From an optimization exercise on the open Yosys and OpenROAD flow, aimed at small area, a short achievable clock period and few clock cycles per item; shortcuts taken in it are not production practice. Function was checked by simulation only, so behaviour that the tests miss may differ from the original.

===== design/flow/design.v =====
`timescale 1ns / 1ps
module div_xy(did,      
            div,      
            quo,             
            rem,             
            error            
);
    parameter M=25;                  
  parameter N=10;                  
input [M:0] did;
   input [N:0] div;
       output [M:0] quo;
       output [M:0] rem;
   output error;
   reg [M:0] quo;
   reg [M:0] rem;
   reg error;
   integer i;              
   always @(did or div)                
  begin
  quo=0;
  rem=0;                          
  if(div==0)
     error=1;                     
     else if(did==0)
          begin                     
              rem=div;
              quo=0;
              error=0;
           end
          else
          begin
              error=0;
           for (i=M+1;i>0;i=i-1)  
           begin
             rem={rem[M-1:0],did[i-1]};  
             quo=quo<<1;    
           if(rem>=div)    
     begin
  quo=quo+1;  
    rem=rem-div;   
    end
  end
          end
  end                                 
  endmodule
`timescale 1ns / 1ps
module div_z(did,      
				 div,      
				 quo,             
				 rem,             
				 error            
);
    parameter M=25;                  
  parameter N=8;                  
input [M:0] did;
 input [N:0] div;
     output [M:0] quo;
     output [M:0] rem;
 output error;
 reg [M:0] quo;
 reg [M:0] rem;
 reg error;
 integer i;              
 always @(did or div)                
begin
quo=0;
rem=0;                          
if(div==0)
   error=1;                     
   else if(did==0)
        begin                     
            rem=div;
            quo=0;
            error=0;
         end
        else
        begin
            error=0;
         for (i=M+1;i>0;i=i-1)  
         begin
           rem={rem[M-1:0],did[i-1]};  
           quo=quo<<1;    
         if(rem>=div)    
   begin
quo=quo+1;  
  rem=rem-div;   
  end
end
        end
end                                 
endmodule
`timescale 1ns / 1ps
module seg_plan(clk,rst,start,ox,oy,oz,dx,dy,dz,mod,v_con,n,
                done,dirx,diry,dirz,disx,disy,disz,vx,vy,vz);
parameter xy_limit=11,
z_limit=9,
vxy_limit=26,
vz_limit=26;
input clk;
input rst;
input start;
input [xy_limit-1:0] ox,oy,dx,dy;
input [z_limit-1:0] oz,dz;
input mod;
input [3:0] v_con;
input [3:0] n;
output reg done;
output reg dirx,diry,dirz;
output reg [xy_limit-1:0] disx,disy;
output reg [z_limit-1:0] disz;
output reg [vxy_limit-1:0] vx,vy;
output reg [vz_limit-1:0] vz;
reg [xy_limit-1:0] ox_r,oy_r,dx_r,dy_r;
reg [z_limit-1:0] oz_r,dz_r;
reg mod_r;
reg [3:0] v_con_r,n_r;
reg busy;
wire dirx_t,diry_t,dirz_t;
wire [xy_limit-1:0] disx_t,disy_t;
wire [z_limit-1:0] disz_t;
wire stab_x,stab_y,stab_z,stab_vz;
wire big_x,big_y;
wire [xy_limit-1:0] max_xy;
wire [xy_limit-1:0] divr_xy;
wire [z_limit-1:0] divr_z;
wire [vxy_limit-1:0] mul_xy;
wire [vz_limit-1:0] mul_z;
wire [vxy_limit-1:0] quo_xy,res_xy;
wire [vz_limit-1:0] quo_z,res_z;
wire error_xy,error_z;
wire [vxy_limit-1:0] vx_t,vy_t;
wire [vz_limit-1:0] vz_t;
reg [vxy_limit-1:0] vv;
assign dirx_t=(dx_r>ox_r)?1:0;
assign diry_t=(dy_r>oy_r)?1:0;
assign dirz_t=(dz_r>oz_r)?1:0;
assign disx_t=(dirx_t==1)?(dx_r-ox_r):(ox_r-dx_r);
assign disy_t=(diry_t==1)?(dy_r-oy_r):(oy_r-dy_r);
assign disz_t=(dirz_t==1)?(dz_r-oz_r):(oz_r-dz_r);
assign stab_x=(ox_r==dx_r)?1:0;
assign stab_y=(oy_r==dy_r)?1:0;
assign stab_z=(oz_r==dz_r)?1:0;
assign stab_vz=stab_z||(stab_x&&stab_y);
assign big_x=(disx_t>=disy_t)?1:0;
assign big_y=(disy_t>=disx_t)?1:0;
assign max_xy=(big_x==1)?disx_t:disy_t;
assign mul_xy=(big_x==1)?vv*disx_t:vv*disy_t;
assign divr_xy=(big_y==1)?disx_t:disy_t;
assign mul_z=vv*max_xy;
assign divr_z=disz_t;
assign vx_t=(stab_x==1)?vv:((big_x==1)?vv:quo_xy+1);
assign vy_t=(stab_y==1)?vv:((big_y==1)?vv:quo_xy+1);
assign vz_t=(stab_vz==1)?10000:quo_z+1;
always @(*)
begin
    if(mod_r==0)
    begin
        case(v_con_r)
        4'd1:vv=25000;
        4'd2:vv=21000;
        4'd3:vv=18000;
        4'd4:vv=15000;
        4'd5:vv=12000;
        4'd6:vv=10000;
        4'd7:vv=9000;
        4'd8:vv=8000;
        4'd9:vv=7000;
        4'd10:vv=6000;
        4'd11:vv=5000;
        4'd12:vv=4500;
        4'd13:vv=4000;
        4'd14:vv=3500;
        4'd15:vv=3000;
        default:vv=30000;
        endcase
    end
    else
    begin
        case(n_r)
        4'd1:vv=5000;
        4'd2:vv=10000;
        4'd3:vv=15000;
        4'd4:vv=20000;
        4'd5:vv=25000;
        4'd6:vv=30000;
        4'd7:vv=35000;
        4'd8:vv=40000;
        4'd9:vv=45000;
        4'd10:vv=50000;
        4'd11:vv=55000;
        4'd12:vv=60000;
        4'd13:vv=65000;
        4'd14:vv=70000;
        4'd15:vv=75000;
        default:vv=80000;
        endcase
    end
end
div_xy u_div_xy(
.did(mul_xy),
.div(divr_xy),
.quo(quo_xy),
.rem(res_xy),
.error(error_xy)
);
div_z u_div_z(
.did(mul_z),
.div(divr_z),
.quo(quo_z),
.rem(res_z),
.error(error_z)
);
always @(posedge clk)
begin
    if(start)
    begin
        ox_r<=ox;
        oy_r<=oy;
        oz_r<=oz;
        dx_r<=dx;
        dy_r<=dy;
        dz_r<=dz;
        mod_r<=mod;
        v_con_r<=v_con;
        n_r<=n;
    end
    dirx<=dirx_t;
    diry<=diry_t;
    dirz<=dirz_t;
    disx<=disx_t;
    disy<=disy_t;
    disz<=disz_t;
    vx<=vx_t;
    vy<=vy_t;
    vz<=vz_t;
end
always @(posedge clk)
begin
    if(rst)
    begin
        busy<=0;
        done<=0;
    end
    else
    begin
        busy<=start;
        done<=busy;
    end
end
endmodule

===== design/flow/run.sh =====
#!/bin/bash
# synth_recipe.tcl (not shown) runs the flow's synth.tcl, then flattens the netlist and writes it again
# the make line also repeats each setting of config.mk as NAME=value (left out here)
make -C /OpenROAD-flow-scripts/flow DESIGN_CONFIG=/design/flow/config.mk WORK_HOME=/design/flow/orfs CLKGATE_MAP_FILE= SYNTH_SCRIPT=/design/flow/synth_recipe.tcl finish

===== design/flow/config.mk =====
export PLATFORM = sky130hd
export DESIGN_NAME = seg_plan
export DESIGN_NICKNAME = seg_plan
export VERILOG_FILES = /design/flow/design.v
export SDC_FILE = /design/flow/constraint.sdc
export NUM_CORES = 4
export LEC_CHECK = 0
export CAP_MARGIN = 20
export CORE_MARGIN = 2
export CORE_UTILIZATION = 40
export SLEW_MARGIN = 20

===== design/flow/constraint.sdc =====
create_clock -name core_clock -period 100.0 [get_ports {clk}]
set_input_delay 20.0000 -clock core_clock [delete_from_list [all_inputs] [get_ports {clk}]]
set_output_delay 20.0000 -clock core_clock [all_outputs]
set_load 0.01 [all_outputs]

==> summary.md <==
| Metric | Value |
|---|---|
| Worst-Skew Late Latency | `0.72 ns` |
| Via count | `approximately 80,000` |
| Via density | `between 6 and 7` |
| Clock skew | `slightly above 0.08 ns` |
| Grt total ovfl | `0` |
| WS Path Type | `reg -> reg` |
| Drt drc | `0` |
| Final WL | `281,000 µm` |
| Post-DRT Antenna Nets | `0` |
| Seq/Total Area, Yosys | `0.0620` |
| Routed len/inst | `between 20 and 25 µm` |
| CP arrival | `approximately 94 ns` |
| FF-to-FF Start | `oy_r[1]$_DFFE_PP_` |
| Detailed Place HPWL | `224,000 µm` |
| Vias in the first global route | `79,100` |
| Largest net degree at the start of global routing | `68` |
| CTS sink cnt | `212` |
| Largest stage delay, worst path | `0.60 ns` |
| Die ar. | `203,000 µm²` |
| Ys async rst share | `0` |
| Max Fclk | `10.7 MHz` |
| Tot GR Track Use | `0.265` |
| DRT Pass-1 Iters | `6` |
| Clock Tree Root | `clkbuf_16` |
| Most frequent CP cell | `a21o_1` |
| Starting density of the core | `0.401` |
| Mux cell area share after synthesis | `0.0419` |
| Crit Path Max Fanout | `64` |
| Synth Area in Adders | `0.218` |
| Synth Warn # | `3` |
| CTS H-tree depth | `1` |
| Final core occ | `0.435` |
| Initial antenna violation count | `5` |
| # IOs | `187` |
| Cell variety after synth | `180` |
| Synth Area in XOR/XNOR | `0.0909` |
| Die Wd | `roughly 450 µm` |
| #FFs+latches synth | `~210` |
| Fin nets | `11,900` |
| Post-synth EDFFs | `71` |
| CP startpoint | `oy_r[1]$_DFFE_PP_` |
| Cells after Synth | `10,700` |
| Main combinational cell family by area after synthesis | `compound AO/OA/AOI/OAI gates` |
| CP Capture Type | `register` |
| Final worst-path cycle share | `0.931` |
| Initial drt markers | `6,816` |
| Synth Area in Compound Gates | `0.266` |
| HP Class | `reg -> reg` |
| DIE HEIGHT | `451 µm` |
| Final hold vios | `0` |
| Worst path slowest cell | `or3_4` |
| Area contributors post-synth | `ha_1 (12%), fa_1 (10%), xnor2_1 (5.7%)` |
| Commonest non-fill, non-tap cell in the layout | `nand2_1` |
| Simple-gate share of the synthesized area | `0.262` |
| Yosys top cell by area | `ha_1` |
| Layout area overhead | `8.36%` |
| Buffers on Ports | `186` |
| Worst slew pin tran | `1.20 ns` |
| Final setup TNS | `0 ns` |
| GPL Wtd Cong | `between 0.9 and 1` |
| Slew headroom | `0.183` |
| Slew Limit Fails | `0` |
| Hold path start | `busy$_SDFF_PP0_` |
| Share of cells above drive strength 1 | `0.0823` |
| First-pass GRT wire length | `443,000 µm` |
| Top_reg_cell synth | `dfxtp_1` |
| Endpoints failing setup | `0` |
| Post-place instance area | `84,600 µm²` |
| Post-Syn Area | `79,900 µm²` |
| Post-Syn Nets | `11,900` |
| Final Critical Period | `93.13 ns` |
| Design area | `around 87,000 µm²` |
| Commonest cells after routing, fill and taps aside | `nand2_1 (1,001), nor2_1 (978), inv_1 (781)` |
| CTS Buffer Depth | `3` |
| CTS tree | `built` |
| Critical Path Source Type | `register` |
| CTS buffer count | `31` |
| Req. time, crit path | `just over 100 ns` |
| Max Cap Viol | `0` |
| Yosys top cell area share | `0.118` |
| Mapped Avg Cell Area | `7.48 µm²` |
| Cell Rows | `164` |
| Hold-fix buffers, CTS | `0` |
| Status | `complete, no violations` |
| Area of the core | `199,000 µm²` |
| Worst-path clk slew | `0.06 ns` |
[stage by stage]
stage	hold slack, ns	worst slack [ns]	instances
finish	0.436	6.87	13400
global route	0.455	-0.109	13400
CTS	0.443	0.0899	13300
detailed placement	0.428	-2.64	13300
global placement	0.418	-1.88	13300
floorplan	0.414	12.82	10700
[routing by layer]
layer  share of wire  global-route usage  wire [µm]
met3           0.058              0.0266      16300
met1            0.43               0.343     121000
met5        0.000092                   0         26
met2            0.47               0.452     132000
met4           0.041               0.100      11600
[timing repair]
item                                    4_1_cts  5_1_grt
gates resized for setup                      17       97
buffers inserted                              2       43
cloned                                        0        4
endpoints found under the setup margin       26       78
pin swaps                                     1       12
[Yosys cell counts (108+ instances only)]
cell,n
fa_1,399
nand3_1,284
nor2b_1,133
xor2_1,271
nand2b_1,206
mux2i_1,160
a21o_1,402
nand4_1,207
or3_1,113
ha_1,754
mux2_2,138
o31ai_1,108
o21ai_0,485
xnor2_1,522
nand2_1,1012
dfxtp_1,141
clkbuf_1,181
a21oi_1,744
inv_1,783
and2_1,152
nor2_1,988
nor3_1,261
[critical path: cells and delay by family (launching register included)]
| family | cells | cell delay [ns] |
|---|---|---|
| xor+xnor | 3 | 0.61 |
| simple gates | 140 | 29.76 |
| buf+inv | 21 | 4.01 |
| mux | 17 | 4.62 |
| flops | 1 | 0.41 |
| compound gates | 195 | 40.80 |
| fa+ha+maj | 37 | 12.49 |
[final timing paths]
path | to | slack, ns | cells after the start
worst max-delay path | vz[20]$_SDFF_PP0_ | 6.87 | 413
worst min-delay path | done$_SDFF_PP0_ | 0.44 | 1
worst max register to register | vz[20]$_SDFF_PP0_ | 6.87 | 413
worst min register to register | done$_SDFF_PP0_ | 0.44 | 1
[kinds of logic (layout without fill, tap and decap cells)]
kind of cell,Yosys count,after routing
compound gates,3026,3027
fa+ha+maj,1154,1154
xor+xnor,811,811
buf+inv,1160,1215
other cells,0,3
flops,212,212
simple gates,4005,4008
mux,312,312
[cell type report]
type | instances | area, µm²
antenna | 3 | 7.51
timing repair buffer | 361 | 3210
tap | 2656 | 3320
fill | 20200 | 112000
multi-input combinational | 9312 | 71000
inverter | 796 | 3000
clock buffer | 38 | 875
clock inverter | 20 | 243
sequential | 212 | 4950
Testbench counts, summed over its fixed seeds: cycles 9,608, items 4,800.

[port drivers added, routing unchanged]
How much do the figures lean on ideal ports? The routed layout below was timed once more, with nothing changed but the port constraints. Step 1 (the two cells are an assumption about what drives the block):
set clk [get_ports {clk}]
set_driving_cell -lib_cell sky130_fd_sc_hd__clkbuf_16 $clk
set_driving_cell -lib_cell sky130_fd_sc_hd__buf_2 [delete_from_list [all_inputs] $clk]
Step 2 moves the port delays by t, midway between the first and last clock arrival at a register: inputs arrive t later, outputs are due t later. That takes back most of the time a late clock gives input paths. a / b / c = no drivers / after step 1 / after step 2; a / b = the first two.
t (ns): 0.755
slack for setup (ns): 6.869 / 6.869 / 6.869
hold WS [ns]: 0.436 / 0.436 / 0.436
worst setup path at the end: register to register
worst register clock-pin slew, ns: 0.08 / 0.08
After both steps this run still meets setup and hold. The setup slack of this run moves by 0.000 ns with the drivers and by 0.000 ns with both steps.
